Context: an optimization exercise on an open-source flow, tuned for small area, a short achievable clock period and few clock cycles. The choices shown serve that exercise and are no tape-out recipe.
At most, simulation tests tie the RTL to the original design; equivalence was not proved.
Only the layout flow was run in runs 4 and 5; the RTL was not checked for function there.

<file path="flow/run.sh">
#!/bin/bash
# synth_recipe.tcl (not shown) runs the flow's synth.tcl, then flattens the netlist and writes it again
# the make line also repeats each setting of config.mk as NAME=value (left out here)
make -C /OpenROAD-flow-scripts/flow DESIGN_CONFIG=/design/flow/config.mk WORK_HOME=/design/flow/orfs CLKGATE_MAP_FILE= SYNTH_SCRIPT=/design/flow/synth_recipe.tcl finish
</file>
<file path="flow/config.mk">
export PLATFORM = sky130hd
export DESIGN_NAME = Rotational_Cordic
export DESIGN_NICKNAME = Rotational_Cordic
export VERILOG_FILES = /design/flow/design.v
export SDC_FILE = /design/flow/constraint.sdc
export NUM_CORES = 4
export LEC_CHECK = 0
export ABC_AREA = 1
export CAP_MARGIN = 20
export CORE_MARGIN = 2
export CORE_UTILIZATION = 40
export PLACE_DENSITY = 0.6
export SETUP_SLACK_MARGIN = 1.0
export SLEW_MARGIN = 20
</file>
<file path="flow/design.v">
module Rotational_Cordic #(
	parameter INT_LENGTH        = 7,
	parameter FRAC_LENGTH       = 11,
	parameter NUM_OF_ITERATIONS = 11
) (
input  wire               CLK,
input  wire               RST,
input  wire               ENABLE,
input  wire signed [17:0] Xo,
input  wire signed [17:0] Yo,
input  wire signed [17:0] Zo,
output wire signed [17:0] XN,
output wire signed [17:0] YN,
output reg                Done
);
localparam signed [17:0] TWO_PI  = 18'h03243, M2PI  = 18'h3cdbc,
                         PI      = 18'h01921, MPI   = 18'h3e6df,
                         HPI     = 18'h00c90, MHPI  = 18'h3f36f,
                         T3PI2   = 18'h025b2, M3PI2 = 18'h3da4d;
reg signed [17:0] x, y;
reg signed [11:0] z;       
reg               neg, busy;
reg  [2:0]        pass;
wire hi  = Zo >  T3PI2;                
wire lo  = Zo <  M3PI2;                
wire qp  = Zo >= HPI  && Zo <= T3PI2;  
wire qn  = Zo >= M3PI2 && Zo <= MHPI;  
wire s0  = hi ? (Zo < TWO_PI) : lo ? (Zo <= M2PI) : qp ? (Zo < PI) : qn ? (Zo < MPI) : Zo[17];
reg signed [17:0] k1;
always @* begin
  case ({hi, lo, qp, qn})
    4'b1000: k1 = -TWO_PI;
    4'b0100: k1 =  TWO_PI;
    4'b0010: k1 = -PI;
    4'b0001: k1 =  PI;
    default: k1 = 18'sd0;
  endcase
  k1 = s0 ? k1 + 18'sd1608 : k1 - 18'sd1608;
end
wire signed [17:0] z1  = Zo + k1;
wire signed [11:0] z1s = (z1[17:11] == 7'h00 || z1[17:11] == 7'h7f) ? z1[11:0]
                                                                   : {z1[17], {11{~z1[17]}}};
reg signed [17:0] xa, ya, xb, yb;    
reg        [11:0] aa, ab;            
always @* begin
  case (pass)
    3'd0:    begin aa = 12'h3b5; ab = 12'h1f5; end
    3'd1:    begin aa = 12'h0fe; ab = 12'h07f; end
    3'd2:    begin aa = 12'h03f; ab = 12'h01f; end
    3'd3:    begin aa = 12'h00f; ab = 12'h007; end
    default: begin aa = 12'h003; ab = 12'h001; end
  endcase
end
always @* begin
  case (pass)
    3'd0:    begin xa = x >>> 1; ya = y >>> 1; end
    3'd1:    begin xa = x >>> 3; ya = y >>> 3; end
    3'd2:    begin xa = x >>> 5; ya = y >>> 5; end
    3'd3:    begin xa = x >>> 7; ya = y >>> 7; end
    default: begin xa = x >>> 9; ya = y >>> 9; end
  endcase
end
wire sa = z[11];
wire [18:0] xat = {x, 1'b1} + {ya ^ {18{~sa}}, ~sa};
wire [18:0] yat = {y, 1'b1} + {xa ^ {18{sa}},  sa};
wire [12:0] zat = {z, 1'b1} + {aa ^ {12{~sa}}, ~sa};
wire signed [17:0] x2 = xat[18:1], y2 = yat[18:1];
wire signed [11:0] z2 = zat[12:1];
wire signed [17:0] xi = busy ? x2 : Xo;
wire signed [17:0] yi = busy ? y2 : Yo;
always @* begin
  if (!busy) begin xb = xi; yb = yi; end
  else case (pass)
    3'd0:    begin xb = xi >>> 2; yb = yi >>> 2; end
    3'd1:    begin xb = xi >>> 4; yb = yi >>> 4; end
    3'd2:    begin xb = xi >>> 6; yb = yi >>> 6; end
    3'd3:    begin xb = xi >>> 8; yb = yi >>> 8; end
    default: begin xb = xi >>> 10; yb = yi >>> 10; end
  endcase
end
wire sb = busy ? z2[11] : s0;
wire [18:0] xbt = {xi, 1'b1} + {yb ^ {18{~sb}}, ~sb};
wire [18:0] ybt = {yi, 1'b1} + {xb ^ {18{sb}},  sb};
wire [12:0] zbt = {z2, 1'b1} + {ab ^ {12{~sb}}, ~sb};
always @(posedge CLK or negedge RST)
  if (!RST) begin
    busy <= 1'b0; Done <= 1'b0; pass <= 3'd0;
  end else begin
    Done <= busy && pass == 3'd4;
    if (ENABLE) begin
      busy <= 1'b1; pass <= 3'd0;
    end else begin
      if (pass == 3'd4) busy <= 1'b0;
      pass <= pass + 3'd1;
    end
  end
always @(posedge CLK)
  if (ENABLE) begin
    x <= xbt[18:1]; y <= ybt[18:1]; z <= z1s;
    neg <= qp | qn;
  end else begin
    x <= xbt[18:1]; y <= ybt[18:1]; z <= zbt[12:1];
  end
wire [28:0] xq = {{11{x[17]^neg}}, x ^ {18{neg}}};
wire [28:0] yq = {{11{y[17]^neg}}, y ^ {18{neg}}};
wire [28:0] kc = neg ? 29'd3293 : 29'd3;
wire [28:0] P  = (xq << 10) + (xq << 8) + ~(xq << 5) + ~(xq << 2) + ~xq + kc;
wire [28:0] Q  = (yq << 10) + (yq << 8) + ~(yq << 5) + ~(yq << 2) + ~yq + kc;
assign XN = P[28:11];
assign YN = Q[28:11];
endmodule
</file>
<file path="flow/constraint.sdc">
create_clock -name core_clock -period 8.0 [get_ports {CLK}]
set_input_delay 1.6000 -clock core_clock [delete_from_list [all_inputs] [get_ports {CLK}]]
set_output_delay 1.6000 -clock core_clock [all_outputs]
set_load 0.01 [all_outputs]
</file>
==> summary.txt, run 1 <==
antenna violations before repair 0; Port Buffers between 90 and 100; worst r2r src pass[0]$_DFF_PN0_; top cell type's share of synthesized area 17.05%; share of cells above drive strength 1 6.440%; clk buf depth 2; Net Count, Synth between 3,000 and 4,000; Die Width roughly 210 µm; Worst Tran Pin Value approximately 900 ps; top fanout value on the critical path 12; fin util 46.82%; Setup TNS 0 ps; Tmin final between 6000 and 7000 ps; GR Overflow Total 0; Die Footprint about 44,000 µm²; dpl cell area 18,670 µm²; Hold EP pass[0]$_DFF_PN0_; Area Growth Syn to Fin 15.15%; Syn Area/Cell 6.376 µm²; Seq/Total Area, Yosys 6.529%; Startpoint Class flop; FF+latch count, synth 54; Worst Path Arrival 5130 ps; Detail Placement HPWL ~49 mm; cell type with the largest total area after synthesis ha_1; CTS Buf Count 5; Setup CP Type reg -> out; Via density around 5.5; worst-skew pair later-pin latency between 300 and 400 ps; Worst-path clk slew approximately 80 ps; drt drc 0; R2R Setup Slk approximately 1500 ps; most common cell after layout, fill and taps aside nand2_1; max-slew violations 0; GR Util All Layers 26.22%; status finished clean; clock sinks 54; Mapped Area between 15,000 and 20,000 µm²; Die Y ~210 µm; # setup viols final 0; hold_buf cts 0; largest cells by area after synthesis ha_1 (17%), nand2_1 (15%), fa_1 (11%); Hold Worst Slack roughly 510 ps; Hold Crit Depth 1; fin crit share 84.08%; Boundary Pins 94; mean routed wirelength per cell 17.93 µm; Iteration-0 DRC Markers around 1,600; most frequent cells in the layout nand2_1 (658), inv_1 (367), ha_1 (227); Antenna Nets Post-Route 0; vias in the first global route approximately 18,000; GP Congestion between 0.9 and 1; Ant. Diodes 0; Routed WL 59.21 mm; unrepaired setup endpoints after global routing true; R2R Path End y[17]$_DFF_P_; root buffer cell clkbuf_16; f_max approximately 0.15 GHz; TritonRoute pass-1 iters 6; skew final between 15 and 20 ps; cell count after synthesis between 2,000 and 3,000; Vias between 15,000 and 20,000; H-tree lvl count 2; fillers around 4,400; worst hold start pass[0]$_DFF_PN0_; slew margin rel. roughly 40%; first-pass GRT wire length 92.98 mm; Syn. warnings 1; Hold WC Path Type reg -> reg; max-cap check violation count 0; # nets final ~3,100; post-synth cell types between 50 and 60; largest net degree at the start of global routing a little over 80; Final Cell Area between 15,000 and 20,000 µm²; WP data required about 6400 ps; FP Rows 75; Initial Util between 40% and 50%; core area 42,040 µm²; worst reg2reg path depth 33; CTS tree built; Fin. Hold Viols 0; Crit. End Element primary output
[logic make-up after synthesis]
group | share of synthesized area, %
AND/OR/NAND/NOR | 28.99
AO/OA/AOI/OAI | 16.92
buffers and inverters | 9.720
adder cells (fa/ha/maj) | 27.59
XOR/XNOR | 10.25
flip-flops | 6.529
[how the worst max path moves through the flow]
stage | startpoint | end | slack, ps | depth (start not counted)
after floorplan | neg$_DFFE_PP_ | YN[17] | 1200 | 19
after global placement | neg$_DFFE_PP_ | YN[17] | 640 | 18
after detailed placement | neg$_DFFE_PP_ | YN[17] | 570 | 18
after CTS | neg$_DFFE_PP_ | YN[17] | 980 | 17
after global routing | Zo[8] | z[2]$_DFF_P_ | 980 | 35
final | neg$_DFFE_PP_ | YN[9] | 1270 | 15
[synth_stat cells, drive strengths merged]
| cell type | instances |
|---|---|
| or2 | 35 |
| o221ai | 8 |
| nor2 | 184 |
| ha | 233 |
| o31ai | 10 |
| a221o | 1 |
| a31oi | 15 |
| a21o | 8 |
| a221oi | 18 |
| o211a | 1 |
| o211ai | 9 |
| buf | 29 |
| a211oi | 4 |
| a2111oi | 2 |
| fa | 90 |
| dfxtp | 48 |
| nor4 | 12 |
| and2 | 2 |
| and3 | 1 |
| nand3b | 5 |
| nand3 | 203 |
| xor2 | 137 |
| o2111ai | 3 |
| o311ai | 1 |
| xnor2 | 63 |
| clkinv | 3 |
| dfrtp | 5 |
| clkbuf | 30 |
| a21oi | 205 |
| inv | 374 |
| edfxtp | 1 |
| a21boi | 5 |
| a22oi | 7 |
| o21a | 11 |
| nand4 | 35 |
| nor3 | 27 |
| o21ai | 139 |
| a31o | 1 |
| o21bai | 16 |
| nand2 | 666 |
| o22ai | 34 |
[final cells by class]
type,count,area [µm²],area share [%]
multi-input combinational,2191,14960,76.01
clock buffer,5,125.1,0.6356
inverter,377,1418,7.201
tap,539,674.4,3.426
clock inverter,3,48.80,0.2479
timing repair buffer,134,1340,6.807
sequential,54,1117,5.676
[per-stage QoR]
step | std cells | worst slack (ps)
after CTS | 3294 | 981.2
after global routing | 3303 | 976.1
after detailed placement | 3282 | 568.9
after global placement | 3282 | 644.1
final | 3303 | 1274
after floorplan | 2681 | 1199
[repair_timing]
action                                  CTS  global route
resized for setup                        40            85
cloned                                    0             1
endpoints found under the setup margin   28            41
pin swaps                                 3            11
setup buffers                             4             8
[metal layers]
metal	GRT usage (%)	wire length (µm)	part of all wire, %	up-vias
met5	0	0	0	-
met4	8.184	1828	3.1	0
met3	2.081	3677	6.2	92
met2	43.92	26930	45	695
met1	35.86	26780	45	8434
li1	-	-	-	9068
[worst max-delay path, cell delays in order, from the launching register on]
cell and delay (ps):
edfxtp_1 410, buf_12 190, buf_4 210, xnor2_4 280, fa_1 500, fa_1 520, fa_1 490, ha_1 370
nand2_1 150, nor4_2 330, nand2_1 80, o211ai_1 290, buf_4 160, buf_4 90, xor2_1 160, clkdlybuf4s50_1 560
[flip-flops by register name, indices dropped and copies added (netlist names)]
register and flops:
x 18, y 18, z 12, pass 3, Done 1, busy 1
neg 1
Testbench counts, summed over its fixed seeds: cycles 9,600.
==> run 2: changes to the inputs <==
--- a/flow/config.mk
+++ b/flow/config.mk
@@ -6,5 +6,4 @@
 export NUM_CORES = 4
 export LEC_CHECK = 0
-export ABC_AREA = 1
 export CAP_MARGIN = 20
 export CORE_MARGIN = 2
==> summary.txt, run 2 <==
status finished clean; max-slew violations 0 (unchanged); Final Cell Area 18,660 µm² (-5.2%); Routed WL 52.08 mm (-12%); Max stage delay on crit path 600 ps (+40 ps); Setup TNS 0 ps (unchanged); TritonRoute pass-1 iters 9 (+3); core area 37,760 µm² (-10%); worst-skew pair later-pin latency 340 ps (+20 ps); most common cell in the netlist ha_1; Setup CP Type reg -> out; Ant. Diodes 0 (unchanged); Die Width 200.0 µm (-5.1%); skew final 18.01 ps (+2.449 ps); top cell type's share of synthesized area 18.98% (+1.9 points); commonest cells in the netlist ha_1 (233), xnor2_1 (201), a21oi_1 (143), nor2_1 (135), nand2_1 (132); Vias 15,002 (-18%); unrepaired setup endpoints after global routing true; Largest delay share family, worst path adder cells; Net Count, Synth 2,307 (-25%); vias in the first global route 14,241 (-19%); Final WS setup 1178 ps (-96.03 ps); Antenna Nets Post-Route 0 (unchanged); Detail Placement HPWL 40.69 mm (-18%); Iteration-0 DRC Markers 1,402 (-13%); most frequent cells in the layout ha_1 (219), xnor2_1 (190), nand2_1 (130), a21oi_1 (130), nor2_1 (129); FF+latch count, synth 54 (unchanged); GR Util All Layers 25.83% (-0.39 points); antenna violations before repair 0 (unchanged); post-synth cell types 91 (+75%); largest net degree at the start of global routing 59 (-28%); fillers 3,709 (-16%); Async SR Flop Fraction 9.259% (unchanged); Syn Area/Cell 7.972 µm² (+25%); Reg area 1119 µm² (+0.11%); EDFF count, synth 1 (unchanged); Hold Worst Slack 502.8 ps (-5.780 ps); GR Overflow Total 0 (unchanged); WP data required 6400 ps (about the same); most common cell after layout, fill and taps aside ha_1; largest cells by area after synthesis ha_1 (19%), fa_1 (12%), xnor2_1 (11%); Syn. warnings 1 (unchanged); hold_buf cts 0 (unchanged); Seq/Total Area, Yosys 7.265% (+0.74 points); top fanout value on the critical path 6 (-6); clock sinks 54 (unchanged); Die Y 200.0 µm (-5.1%); slew margin rel. 36.84% (-2.8 points); share of cells above drive strength 1 14.70% (+8.3 points); Largest regs x: 18 flops, y: 18 flops, z: 12 flops; max-cap check violation count 0 (unchanged); Worst Tran Pin Value 947.4 ps (+42.38 ps); Boundary Pins 94 (unchanged); Via density 5.879 (+6.2%); most common flop cell mapped by yosys dfxtp_1; Area Growth Syn to Fin 21.44%; f_max 0.1466 GHz (-1.4%); CP most frequent cell fa_1; Worst-path clk slew 80 ps (about the same); mean routed wirelength per cell 20.41 µm (+14%); # nets final 2,420 (-23%); worst path bufs/invs 5 (unchanged); worst-path cell chain buf_6, buf_6, clkbuf_16, xor2_4, inv_4, fa_1, fa_1, fa_1, ha_4, a21o_1, a21oi_2, nor2b_1, o21ai_1, nand2b_1, a22o_1, a31o_4, nor4_4, nor3_2, o31a_1, nor2_1, xnor2_1, buf_2; fin crit share 85.28% (+1.2 points); Fin. Hold Viols 0 (unchanged); area of the multi-input gates 14,440 µm² (-3.5%); Worst Path Arrival 5220 ps (+90 ps); clk buf depth 2 (unchanged); cell count after synthesis 1,927 (-28%); Die Footprint 39,990 µm² (-9.9%); first-pass GRT wire length 79.69 mm (-14%); cell type with the largest total area after synthesis ha_1; H-tree lvl count 2 (unchanged); drt drc 0 (unchanged); R2R Setup Slk 1210 ps (-300 ps); Hold WC Path Type reg -> reg; Mapped Area 15,360 µm² (-10%); Port Buffers 93 (unchanged); FP Rows 71 (-5.3%); dpl cell area 17,000 µm² (-8.9%); GP Congestion 0.9594 (-1.5%); Initial Util 40.69% (about the same); Crit. End Element primary output; CTS Buf Count 5 (unchanged); Tmin final 6822 ps (+96.03 ps); CTS tree built; slowest CP cell fa_1; # setup viols final 0 (unchanged); pre-CTS setup slack 99.69 ps (-469.2 ps); root buffer cell clkbuf_16; Startpoint Class flop
run 2: cell types whose count changed in the layout (fill, tap and decap cells not counted), moves of 27 or more:
| cell | change |
|---|---|
| inv_1 | -264 |
| a21oi_1 | -63 |
| nand3_1 | -148 |
| o21ai_0 | -35 |
| a21o_1 | +53 |
| a22oi_1 | +37 |
| o22ai_1 | -30 |
| nand2_1 | -528 |
| nor2b_1 | +27 |
| xor2_1 | -90 |
| buf_4 | +52 |
| nor2_1 | -44 |
| xnor2_1 | +152 |
run 2: what timing repair did:
| action | in CTS | in global routing |
|---|---|---|
| pin swaps | 17 | 53 |
| cloned | 4 | 2 |
| setup buffers | 10 | 37 |
| endpoints found under the hold margin | 0 | 0 |
| endpoints found under the setup margin | 44 | 55 |
| gates resized for setup | 134 | 132 |
run 2: per-layer routing:
layer / GRT usage [%] / part of all wire, % / vias up
li1: - / - / 7134
met1: 36.72 / 45 / 7146
met2: 40.24 / 44 / 628
met3: 3.763 / 7.6 / 94
met4: 8.148 / 3.0 / 0
met5: 0 / 0 / -
run 2: logic make-up (layout without fill, tap and decap cells):
kind of cell	after synthesis	after routing	share of synthesized area [%]
simple gates	486	486	15.09
compound gates	565	565	24.92
mux	21	21	1.490
flops	54	54	7.265
xor+xnor	268	268	15.33
buf+inv	210	324	5.196
fa+ha+maj	323	323	30.71
run 2: worst paths after layout:
check | startpoint | to | cells after the start
hold reg to reg | pass[0]$_DFF_PN0_ | pass[0]$_DFF_PN0_ | 1
max in group asynchronous | RST | busy$_DFFE_PN0P_ | 1
min in group asynchronous | RST | pass[2]$_DFF_PN0_ | 1
setup reg to reg | pass[0]$_DFF_PN0_ | x[17]$_DFF_P_ | 32
hold / removal | pass[0]$_DFF_PN0_ | pass[0]$_DFF_PN0_ | 1
setup / recovery | neg$_DFFE_PP_ | XN[16] | 22
run 2: through the flow:
| stage | cells | utilization (%) |
|---|---|---|
| 5_1_grt | 2552 | 49.41 |
| 3_3_place_gp | 2491 | 45.03 |
| 6_report | 2552 | 49.41 |
| 3_5_place_dp | 2491 | 45.03 |
| 4_1_cts | 2513 | 47.35 |
| 2_1_floorplan | 1927 | - |
run 2: area by class of cell:
cell class                 instances  area share (%)
inverter                         122           2.529
timing repair buffer             194           9.765
clock buffer                       6          0.8048
tap                              511           3.427
multi-input combinational       1663           77.38
clock inverter                     2         0.09390
sequential                        54           5.996
run 2: worst register-to-register path, delay by kind of cell (launching register included):
kind                     cells  cell delay (ps)
AO/OA/AOI/OAI               16             3230
XOR/XNOR                     4              710
adder cells (fa/ha/maj)      3              900
buffers and inverters        3              410
flip-flops                   1              400
AND/OR/NAND/NOR              6             1090
==> run 3: changes to the inputs <==
--- a/flow/config.mk
+++ b/flow/config.mk
@@ -8,6 +8,6 @@
 export CAP_MARGIN = 20
 export CORE_MARGIN = 2
-export CORE_UTILIZATION = 40
-export PLACE_DENSITY = 0.6
+export CORE_UTILIZATION = 55
+export PLACE_DENSITY = 0.7
 export SETUP_SLACK_MARGIN = 1.0
 export SLEW_MARGIN = 20
==> summary.txt, run 3 <==
fin util 67.39% (+18 points); Seq/Total Area, Yosys 7.265% (unchanged); worst-skew pair later-pin latency 320 ps (-20 ps); f_max 0.1427 GHz (-2.7%); dpl cell area 16,840 µm² (-0.98%); top cell type's share of synthesized area 18.98% (unchanged); Ant. Diodes 0 (unchanged); Hold EP pass[0]$_DFF_PN0_; Iteration-0 DRC Markers 1,575 (+12%); core area 27,630 µm² (-27%); skew final 12.81 ps (-5.194 ps); antenna violations before repair 0 (unchanged); Worst Tran Pin Value 812.5 ps (-134.9 ps); Worst Path Arrival 5410 ps (+190 ps); Via density 6.318 (+7.5%); Post-Synth Simple-Gate Area 15.09% (unchanged); hold_buf cts 0 (unchanged); fin crit share 87.62% (+2.3 points); Net Count, Synth 2,307 (unchanged); GR Overflow Total 0 (unchanged); worst r2r src pass[0]$_DFF_PN0_; Compound-Gate Fraction of Synth Area 24.92% (unchanged); clk buf depth 2 (unchanged); Antenna Nets Post-Route 0 (unchanged); pre-CTS setup slack 100.6 ps (+0.8704 ps); adder-cell share of the synthesized area 30.71% (unchanged); EDFF count, synth 1 (unchanged); CTS tree built; root buffer cell clkbuf_16; Final WS setup 990.6 ps (-187.0 ps); TritonRoute pass-1 iters 7 (-2); worst reg2reg path depth 33 (+3.1%); GR Util All Layers 33.20% (+7.4 points); Mapped Area 15,360 µm² (unchanged); slew margin rel. 45.66% (+8.8 points); GP Congestion 0.9874 (+2.9%); top fanout value on the critical path 8 (+2); # nets final 2,429 (+0.37%); crit path launch neg$_DFFE_PP_; commonest cells in the netlist ha_1 (233), xnor2_1 (201), a21oi_1 (143), nor2_1 (135), nand2_1 (132); Fin. Hold Viols 0 (unchanged); largest family of logic cells by synthesized area adder cells; Setup CP Type reg -> out; Async SR Flop Fraction 9.259% (unchanged); max-slew violations 0 (unchanged); # setup viols final 0 (unchanged); Boundary Pins 94 (unchanged); vias in the first global route 14,429 (+1.3%); clock sinks 54 (unchanged); Die Y 171.1 µm (-14%); share of cells above drive strength 1 15.32% (+0.62 points); Area Growth Syn to Fin 21.19%; Hold Crit Depth 2 (+1); Routed WL 50.34 mm (-3.3%); Hold Worst Slack 618.8 ps (+116.0 ps); first-pass GRT wire length 76.76 mm (-3.7%); Post-Synth XOR/XNOR Area 15.33% (unchanged); worst hold start pass[0]$_DFF_PN0_; Die Footprint 29,280 µm² (-27%); H-tree lvl count 2 (unchanged); most common flop cell mapped by yosys dfxtp_1; R2R Path End x[17]$_DFF_P_; fillers 2,328 (-37%); WP data required 6400 ps (about the same); largest cells by area after synthesis ha_1 (19%), fa_1 (12%), xnor2_1 (11%); Worst-path clk slew 90 ps (about the same); CTS Buf Count 5 (unchanged); most common cell after layout, fill and taps aside ha_1; Startpoint Class flop; Tmin final 7009 ps (+187.0 ps); Vias 15,340 (+2.3%); FF+latch count, synth 54 (unchanged); cell count after synthesis 1,927 (unchanged); Final Cell Area 18,620 µm² (-0.20%); mean routed wirelength per cell 20.73 µm (+1.6%); Largest regs x: 18 flops, y: 18 flops, z: 12 flops; Hold WC Path Type reg -> reg; Syn Area/Cell 7.972 µm² (unchanged); unrepaired setup endpoints after global routing true; Port Buffers 93 (unchanged); max-cap check violation count 0 (unchanged); most common cell in the netlist ha_1; Die Width 171.1 µm (-14%); Detail Placement HPWL 37.75 mm (-7.2%); post-synth cell types 91 (unchanged); Crit. End Element primary output; cell type with the largest total area after synthesis ha_1; FP Rows 61 (-14%); most frequent cells in the layout ha_1 (218), xnor2_1 (190), nand2_1 (131); status finished clean; Syn. warnings 1 (unchanged); Setup TNS 0 ps (unchanged); R2R Setup Slk 1130 ps (-80 ps); multiplexer share of the synthesized area 1.490% (unchanged); largest net degree at the start of global routing 42 (-29%); drt drc 0 (unchanged); Initial Util 55.60% (+15 points)
==> run 3: cell counts after synthesis <==
No cell type changed its count.
==> run 3: timing repair <==
action                     in CTS  in global routing
setup buffers                  10                 44
cloned                          4                  4
gates resized for setup       122                152
setup endpoints to repair      39                 51
pin swaps                      12                 55
==> run 3: logic make-up after synthesis <==
| kind of cell | after synthesis |
|---|---|
| AO/OA/AOI/OAI | 565 |
| XOR/XNOR | 268 |
| adder cells (fa/ha/maj) | 323 |
| buffers and inverters | 210 |
| flip-flops | 54 |
| multiplexers | 21 |
| AND/OR/NAND/NOR | 486 |
==> run 3: critical path: stages, from the launching register on <==
cell and delay, ps:
edfxtp_1 510, buf_4 200, buf_16 180, xor2_4 220
inv_2 100, fa_1 580, inv_1 80, fa_1 470
fa_1 510, inv_1 40, ha_1 310, or2_2 330
a21oi_4 200, a2111oi_4 70, buf_4 170, a31oi_4 190
buf_4 140, o21ai_2 60, buf_4 140, o21a_1 160
nor2_1 110, xnor2_1 130, dlymetal6s2s_1 180
==> run 3: cell type report <==
class                           instances  area, µm²  share of cell area (%)
Clock buffer                            5      125.1                  0.6720
Timing Repair Buffer                  200       1832                   9.839
Multi-Input combinational cell       1666      14580                   78.29
Tap cell                              378      473.0                   2.540
Sequential cell                        54       1119                   6.008
Inverter                              122      465.4                   2.500
Clock inverter                          3      28.78                  0.1546
==> run 3: how the worst max path moves through the flow <==
| stage | endpoint | slack [ps] | cells past startpoint |
|---|---|---|---|
| after floorplan | XN[16] | 1000 | 20 |
| after global placement | z[8]$_DFF_P_ | 180 | 22 |
| after detailed placement | z[8]$_DFF_P_ | 100 | 22 |
| after CTS | YN[16] | 830 | 20 |
| after global routing | YN[17] | 800 | 23 |
| final | YN[16] | 990 | 22 |
==> run 3: stage by stage <==
| step | cells |
|---|---|
| 2_1_floorplan | 1927 |
| 3_3_place_gp | 2358 |
| 3_5_place_dp | 2358 |
| 4_1_cts | 2380 |
| 5_1_grt | 2428 |
| 6_report | 2428 |
==> run 3: per-layer routing <==
metal	global-route usage, %	vias up	part of all wire [%]
met3	4.626	155	8.9
met1	45.90	7272	42
li1	-	7145	-
met4	11.27	0	3.9
met5	0	-	0
met2	53.16	768	45
==> run 4: changes to the inputs <==
--- a/flow/design.v
+++ b/flow/design.v
@@ -38,7 +38,4 @@
   k1 = s0 ? k1 + 18'sd1608 : k1 - 18'sd1608;
 end
-wire signed [17:0] z1  = Zo + k1;
-wire signed [11:0] z1s = (z1[17:11] == 7'h00 || z1[17:11] == 7'h7f) ? z1[11:0]
-                                                                   : {z1[17], {11{~z1[17]}}};
 reg signed [17:0] xa, ya, xb, yb;    
 reg        [11:0] aa, ab;            
@@ -82,5 +79,10 @@
 wire [18:0] xbt = {xi, 1'b1} + {yb ^ {18{~sb}}, ~sb};
 wire [18:0] ybt = {yi, 1'b1} + {xb ^ {18{sb}},  sb};
-wire [12:0] zbt = {z2, 1'b1} + {ab ^ {12{~sb}}, ~sb};
+wire signed [17:0] abs = {6'd0, ab};
+wire signed [17:0] za  = busy ? {{6{z2[11]}}, z2} : Zo;
+wire signed [17:0] zk  = busy ? (sb ? abs : -abs) : k1;
+wire signed [17:0] z3  = za + zk;
+wire signed [11:0] z3s = (z3[17:11] == 7'h00 || z3[17:11] == 7'h7f) ? z3[11:0]
+                                                                   : {z3[17], {11{~z3[17]}}};
 always @(posedge CLK or negedge RST)
   if (!RST) begin
@@ -95,11 +97,10 @@
     end
   end
-always @(posedge CLK)
+always @(posedge CLK) begin
   if (ENABLE) begin
-    x <= xbt[18:1]; y <= ybt[18:1]; z <= z1s;
     neg <= qp | qn;
-  end else begin
-    x <= xbt[18:1]; y <= ybt[18:1]; z <= zbt[12:1];
   end
+  x <= xbt[18:1]; y <= ybt[18:1]; z <= z3s;
+end
 wire [28:0] xq = {{11{x[17]^neg}}, x ^ {18{neg}}};
 wire [28:0] yq = {{11{y[17]^neg}}, y ^ {18{neg}}};
--- a/flow/config.mk
+++ b/flow/config.mk
@@ -8,6 +8,5 @@
 export CAP_MARGIN = 20
 export CORE_MARGIN = 2
-export CORE_UTILIZATION = 55
-export PLACE_DENSITY = 0.7
-export SETUP_SLACK_MARGIN = 1.0
+export CORE_UTILIZATION = 40
+export PLACE_DENSITY = 0.6
 export SLEW_MARGIN = 20
==> summary.txt, run 4 <==
Via density 5.859 (-7.3%); Syn. warnings 1 (unchanged); R2R Path End x[17]$_DFF_P_; Net Count, Synth 2,244 (-2.7%); largest net degree at the start of global routing 70 (+67%); worst hold start pass[0]$_DFF_PN0_; Die Footprint 39,420 µm² (+35%); Initial Util 40.38% (-15 points); Port Buffers 93 (unchanged); Antenna Nets Post-Route 0 (unchanged); slew margin rel. 40.63% (-5.0 points); root buffer cell clkbuf_16; Worst Tran Pin Value 889.5 ps (+76.96 ps); drt drc 0 (unchanged); adder-cell share of the synthesized area 30.17% (-0.54 points); top cell type's share of synthesized area 18.27% (-0.71 points); Largest delay share family, worst path compound AO/OA/AOI/OAI gates; worst-skew pair later-pin latency 320 ps (about the same); # nets final 2,301 (-5.3%); Die Width 198.5 µm (+16%); skew final 10.58 ps (-2.226 ps); fillers 3,772 (+62%); Crit. End Element primary output; WP data required 6400 ps (about the same); most frequent cells in the layout ha_1 (221), xnor2_1 (182), inv_1 (134), nor2_1 (134), a21oi_1 (125); Worst Path Arrival 6050 ps (+640 ps); worst r2r src pass[0]$_DFF_PN0_; FF+latch count, synth 54 (unchanged); Routed WL 50.08 mm (-0.52%); Die Y 198.5 µm (+16%); TritonRoute pass-1 iters 8 (+1); Startpoint Class flop; Hold Crit Depth 1 (-1); post-synth cell types 90 (-1.1%); f_max 0.1307 GHz (-8.4%); commonest cells in the netlist ha_1 (221), xnor2_1 (184), inv_1 (134), nor2_1 (134), a21oi_1 (125); Syn Area/Cell 8.069 µm² (+1.2%); most common cell in the netlist ha_1; Reg area 1121 µm² (+0.22%); dpl cell area 16,780 µm² (-0.33%); Post-Synth XOR/XNOR Area 15.09% (-0.24 points); most common flop cell mapped by yosys dfxtp_1; Post-Synth Simple-Gate Area 13.48% (-1.6 points); worst reg2reg path depth 28 (-15%); R2R Setup Slk 510 ps (-620 ps); top fanout value on the critical path 23 (+15); area of the multi-input gates 13,250 µm² (-9.1%); Final Cell Area 17,020 µm² (-8.6%); Mapped Area 15,140 µm² (-1.5%); # setup viols final 0 (unchanged); slowest CP cell clkdlybuf4s50_1; Setup CP Type reg -> out; Boundary Pins 94 (unchanged); antenna violations before repair 2 (+2); Max stage delay on crit path 550 ps (-30 ps); Async SR Flop Fraction 9.259% (unchanged); vias in the first global route 14,238 (-1.3%); FP Rows 71 (+16%); multiplexer share of the synthesized area 2.661% (+1.2 points); GP Congestion 0.9796 (-0.79%); first-pass GRT wire length 78.45 mm (+2.2%); cell type with the largest total area after synthesis ha_1; Iteration-0 DRC Markers 1,383 (-12%); Tmin final 7650 ps (+640.5 ps); Vias 14,330 (-6.6%); Seq/Total Area, Yosys 7.373% (+0.11 points); Area Growth Syn to Fin 12.44%; largest cells by area after synthesis ha_1 (18%), fa_1 (12%), xnor2_1 (11%); CP Capture Point XN[12]; largest family of logic cells by synthesized area adder cells; unrepaired setup endpoints after global routing false; Largest regs x: 18 flops, y: 18 flops, z: 12 flops; status finished clean; Fin. Hold Viols 0 (unchanged); share of cells above drive strength 1 7.342% (-8.0 points); GR Overflow Total 0 (unchanged); cell count after synthesis 1,876 (-2.6%); CP Depth 20 (-9.1%); hold_buf cts 0 (unchanged); fin crit share 95.62% (+8.0 points); EDFF count, synth 1 (unchanged); most common cell after layout, fill and taps aside ha_1; crit path launch neg$_DFFE_PP_; max-slew violations 0 (unchanged); GR Util All Layers 25.56% (-7.6 points); Worst-path clk slew 70 ps (-20 ps); worst-path cell chain buf_12, buf_8, xor2_1, inv_1, fa_1, fa_1, ha_1, ha_1, a2111oi_1, a21oi_1, o21ai_1, a21boi_1, o211a_1, or2_1, o41a_1, a41o_1, o21ai_0, nand2b_1, xor2_1, clkdlybuf4s50_1; clock sinks 54 (unchanged); CTS Buf Count 5 (unchanged); CTS tree built; core area 37,490 µm² (+36%); mean routed wirelength per cell 20.47 µm (-1.3%); Hold WC Path Type reg -> reg; Setup TNS 0 ps (unchanged); H-tree lvl count 2 (unchanged); Detail Placement HPWL 40.73 mm (+7.9%); worst path bufs/invs 4 (-5); Compound-Gate Fraction of Synth Area 25.45% (+0.53 points); clk buf depth 2 (unchanged); max-cap check violation count 0 (unchanged)
[run 4: changes by cell type in the layout (fill, tap and decap cells not counted), sizes merged, moves of 13 or more]
cell	change
a21oi	-17
mux2	+16
clkdlybuf4s50	+33
dlymetal6s2s	-13
inv	+13
buf	-59
xnor2	-17
nand2	-34
[run 4: how the worst min path moves through the flow]
| stage | to | slack [ps] |
|---|---|---|
| floorplan | pass[0]$_DFF_PN0_ | 450 |
| global placement | pass[0]$_DFF_PN0_ | 480 |
| detailed placement | pass[0]$_DFF_PN0_ | 500 |
| CTS | pass[0]$_DFF_PN0_ | 510 |
| global route | pass[0]$_DFF_PN0_ | 540 |
| finish | pass[0]$_DFF_PN0_ | 500 |
[run 4: logic make-up after synthesis]
| logic type | after synthesis |
|---|---|
| and+or+nand+nor | 429 |
| buffers and inverters | 228 |
| xor gates and xnor gates | 260 |
| DFF | 54 |
| muxes | 36 |
| AOI/OAI and AO/OA | 558 |
| adders and majority gates | 311 |
[run 4: cell type report]
cell class,count,area share (%)
multi-input combinational,1594,77.82
timing repair buffer,143,7.976
sequential,54,6.586
tap,511,3.756
inverter,135,2.977
clock buffer,7,0.8380
clock inverter,1,0.02940
antenna,1,0.01470
[run 4: metrics by stage]
step / hold WS [ps] / std cells / util, % / setup slack (ps)
floorplan: 452.2 / 1876 / - / 760.7
global placement: 482.1 / 2437 / 44.76 / 194.8
detailed placement: 499.4 / 2437 / 44.76 / 92.68
CTS: 509.7 / 2445 / 45.15 / 163.6
global route: 535.5 / 2445 / 45.40 / 6.391
finish: 502.2 / 2446 / 45.40 / 350.1
[run 4: what timing repair did]
item | CTS | global route
setup endpoints to repair | 0 | 14
resized for setup | 0 | 18
setup buffers | 0 | 0
[run 4: routing by layer]
metal	part of all wire, %	global-route usage [%]	wire [µm]
met1	42	31.88	21210
met2	46	42.57	23040
met3	5.2	2.967	2609
met4	6.4	15.04	3202
met5	0.022	0	11
==> run 5: changes to the inputs <==
--- a/flow/config.mk
+++ b/flow/config.mk
@@ -10,3 +10,4 @@
 export CORE_UTILIZATION = 40
 export PLACE_DENSITY = 0.6
+export SETUP_SLACK_MARGIN = 1.0
 export SLEW_MARGIN = 20
==> summary.txt, run 5 <==
status finished clean; Reg area 1122 µm² (+0.11%); Setup TNS 0 ps (unchanged); Hold Worst Slack 506.5 ps (+4.362 ps); Boundary Pins 94 (unchanged); core area 37,490 µm² (unchanged); largest cells by area after synthesis ha_1 (18%), fa_1 (12%), xnor2_1 (11%); clk buf depth 2 (unchanged); GR Overflow Total 0 (unchanged); Via density 5.884 (+0.43%); FP Rows 71 (unchanged); # setup viols final 0 (unchanged); Startpoint Class flop; mean routed wirelength per cell 20.64 µm (+0.83%); share of cells above drive strength 1 20.72% (+13 points); FF+latch count, synth 54 (unchanged); fillers 3,556 (-5.7%); GR Util All Layers 25.52% (-0.034 points); unrepaired setup endpoints after global routing true; GP Congestion 0.9710 (-0.88%); Worst Tran Pin Value 876.1 ps (-13.43 ps); WP data required 6400 ps (about the same); worst-skew pair later-pin latency 320 ps (about the same); fin crit share 87.66% (-8.0 points); Area Growth Syn to Fin 26.64%; most common cell after layout, fill and taps aside ha_1; Async SR Flop Fraction 9.259% (unchanged); Initial Util 40.38% (unchanged); Syn Area/Cell 8.069 µm² (unchanged); CTS Buf Count 5 (unchanged); most frequent cells in the layout ha_1 (188), xnor2_1 (166), nor2_1 (128); skew final 5.818 ps (-4.767 ps); Worst Path Arrival 5410 ps (-640 ps); Port Buffers 93 (unchanged); largest net degree at the start of global routing 78 (+11%); Final WS setup 987.4 ps (+637.3 ps); Detail Placement HPWL 40.68 mm (-0.12%); first-pass GRT wire length 78.25 mm (-0.25%); Fin. Hold Viols 0 (unchanged); CTS tree built; area of the multi-input gates 14,510 µm² (+9.5%); slew margin rel. 41.60% (+0.96 points); Largest regs x: 18 flops, y: 18 flops, z: 12 flops; Die Footprint 39,420 µm² (unchanged); Hold WC Path Type reg -> reg; root buffer cell clkbuf_16; most common cell in the netlist ha_1; drt drc 0 (unchanged); Iteration-0 DRC Markers 1,464 (+5.9%); top fanout value on the critical path 6 (-74%); f_max 0.1426 GHz (+9.1%); EDFF count, synth 1 (unchanged); max-cap check violation count 0 (unchanged); Routed WL 52.52 mm (+4.9%); Die Width 198.5 µm (unchanged); Vias 14,968 (+4.5%); hold_buf cts 0 (unchanged); Die Y 198.5 µm (unchanged); pre-CTS setup slack 221.2 ps (+128.5 ps); H-tree lvl count 2 (unchanged); Syn. warnings 1 (unchanged); Antenna Nets Post-Route 0 (unchanged); commonest cells in the netlist ha_1 (221), xnor2_1 (184), inv_1 (134), nor2_1 (134), a21oi_1 (125); max-slew violations 0 (unchanged); cell count after synthesis 1,876 (unchanged); TritonRoute pass-1 iters 8 (unchanged); Mapped Area 15,140 µm² (unchanged); vias in the first global route 14,238 (unchanged); Seq/Total Area, Yosys 7.373% (unchanged); # nets final 2,399 (+4.3%); most common flop cell mapped by yosys dfxtp_1; cell type with the largest total area after synthesis ha_1; Crit. End Element primary output; Net Count, Synth 2,244 (unchanged); clock sinks 54 (unchanged); post-synth cell types 90 (unchanged); top cell type's share of synthesized area 18.27% (unchanged); antenna violations before repair 2 (unchanged); Setup CP Type reg -> out; Worst-path clk slew 70 ps (about the same); Tmin final 7013 ps (-637.3 ps)
-- run 5: layer usage --
| metal | GRT usage (%) | vias up | part of all wire [%] |
|---|---|---|---|
| met1 | 32.23 | 7190 | 42 |
| met5 | 0 | - | 0 |
| met4 | 14.62 | 0 | 6.1 |
| met2 | 42.39 | 584 | 47 |
| li1 | - | 7054 | - |
| met3 | 2.764 | 140 | 5.5 |
-- run 5: final timing paths --
check | from | end | slack, ps | depth (start not counted)
setup / recovery | neg$_DFFE_PP_ | YN[15] | 990 | 21
hold / removal | pass[0]$_DFF_PN0_ | pass[0]$_DFF_PN0_ | 510 | 1
setup reg to reg | pass[0]$_DFF_PN0_ | x[17]$_DFF_P_ | 1110 | 29
hold reg to reg | pass[0]$_DFF_PN0_ | pass[0]$_DFF_PN0_ | 510 | 1
max in group asynchronous | RST | busy$_DFFE_PN0P_ | 6250 | 1
min in group asynchronous | RST | busy$_DFFE_PN0P_ | 1510 | 1
-- run 5: logic make-up after synthesis --
group	Yosys count	synth area share, %
and+or+nand+nor	429	13.48
xor gates and xnor gates	260	15.09
muxes	36	2.661
adders and majority gates	311	30.17
buffers and inverters	228	5.777
AOI/OAI and AO/OA	558	25.45
DFF	54	7.373
-- run 5: layout make-up --
type / count / area share (%)
sequential: 54 / 5.854
multi-input combinational: 1597 / 75.68
clock inverter: 2 / 0.05221
timing repair buffer: 238 / 11.56
tap: 511 / 3.335
antenna: 1 / 0.01305
clock buffer: 6 / 0.7832
inverter: 135 / 2.722
-- run 5: through the flow --
stage / area, µm² / utilization [%] / std cells
final: 19170 / 51.14 / 2544
after CTS: 17660 / 47.10 / 2469
after floorplan: 15150 / - / 1876
after global placement: 16810 / 44.83 / 2444
after global routing: 19170 / 51.13 / 2543
after detailed placement: 16810 / 44.83 / 2444
-- run 5: what timing repair did --
action | 4_1_cts | 5_1_grt
pin swaps | 22 | 100
gates cloned | 3 | 4
resized for setup | 117 | 223
endpoints found under the setup margin | 49 | 50
buffers inserted | 14 | 70
-- run 5: critical path: stages (launching register included) --
cell and delay [ps]:
edfxtp_1 430, buf_12 180, buf_4 170, buf_16 160, xor2_4 200, inv_2 80, buf_4 140, fa_1 520
fa_1 450, fa_1 490, ha_1 250, or3_4 370, o21ai_2 120, o21bai_4 140, a311oi_4 120, buf_4 150
o311a_4 370, buf_4 140, o21a_1 180, nor2_2 120, xnor2_1 130, buf_2 170

[static timing again, ports no longer ideal]
The results above use ideal ports. As a check the final layouts listed here were re-extracted and re-timed, cells and wires unchanged.
Step 1: set_driving_cell puts a clkbuf_16 on CLK and a buf_2 on each other input, an assumption about the parent block.
Step 2 times the ports against the registers' clock, not the clock port: input delays grow and output delays shrink by t, the midpoint of the rising clock arrivals with the driver on.
a / b / c = ideal / step 1 / step 2; a / b = the first two.
run	shift t [ns]	slack for setup (ns)	clock arrival spread, ns	worst slew at a driven data input, ns
run 1	0.368	1.274 / 1.221 / 1.008	0.015 / 0.016	0.07
run 2	0.382	1.178 / 1.125 / 0.901	0.018 / 0.018	0.04
run 3	0.364	0.991 / 0.941 / 0.892	0.013 / 0.013	0.04
run 4	0.354	0.350 / 0.306 / 0.018	0.011 / 0.012	0.07
run 5	0.369	0.987 / 0.935 / 0.893	0.006 / 0.006	0.07
After both steps every run listed still meets setup and hold. The setup slack of run 4, which loses most, moves by -0.044 ns with the drivers and by -0.332 ns with both steps.
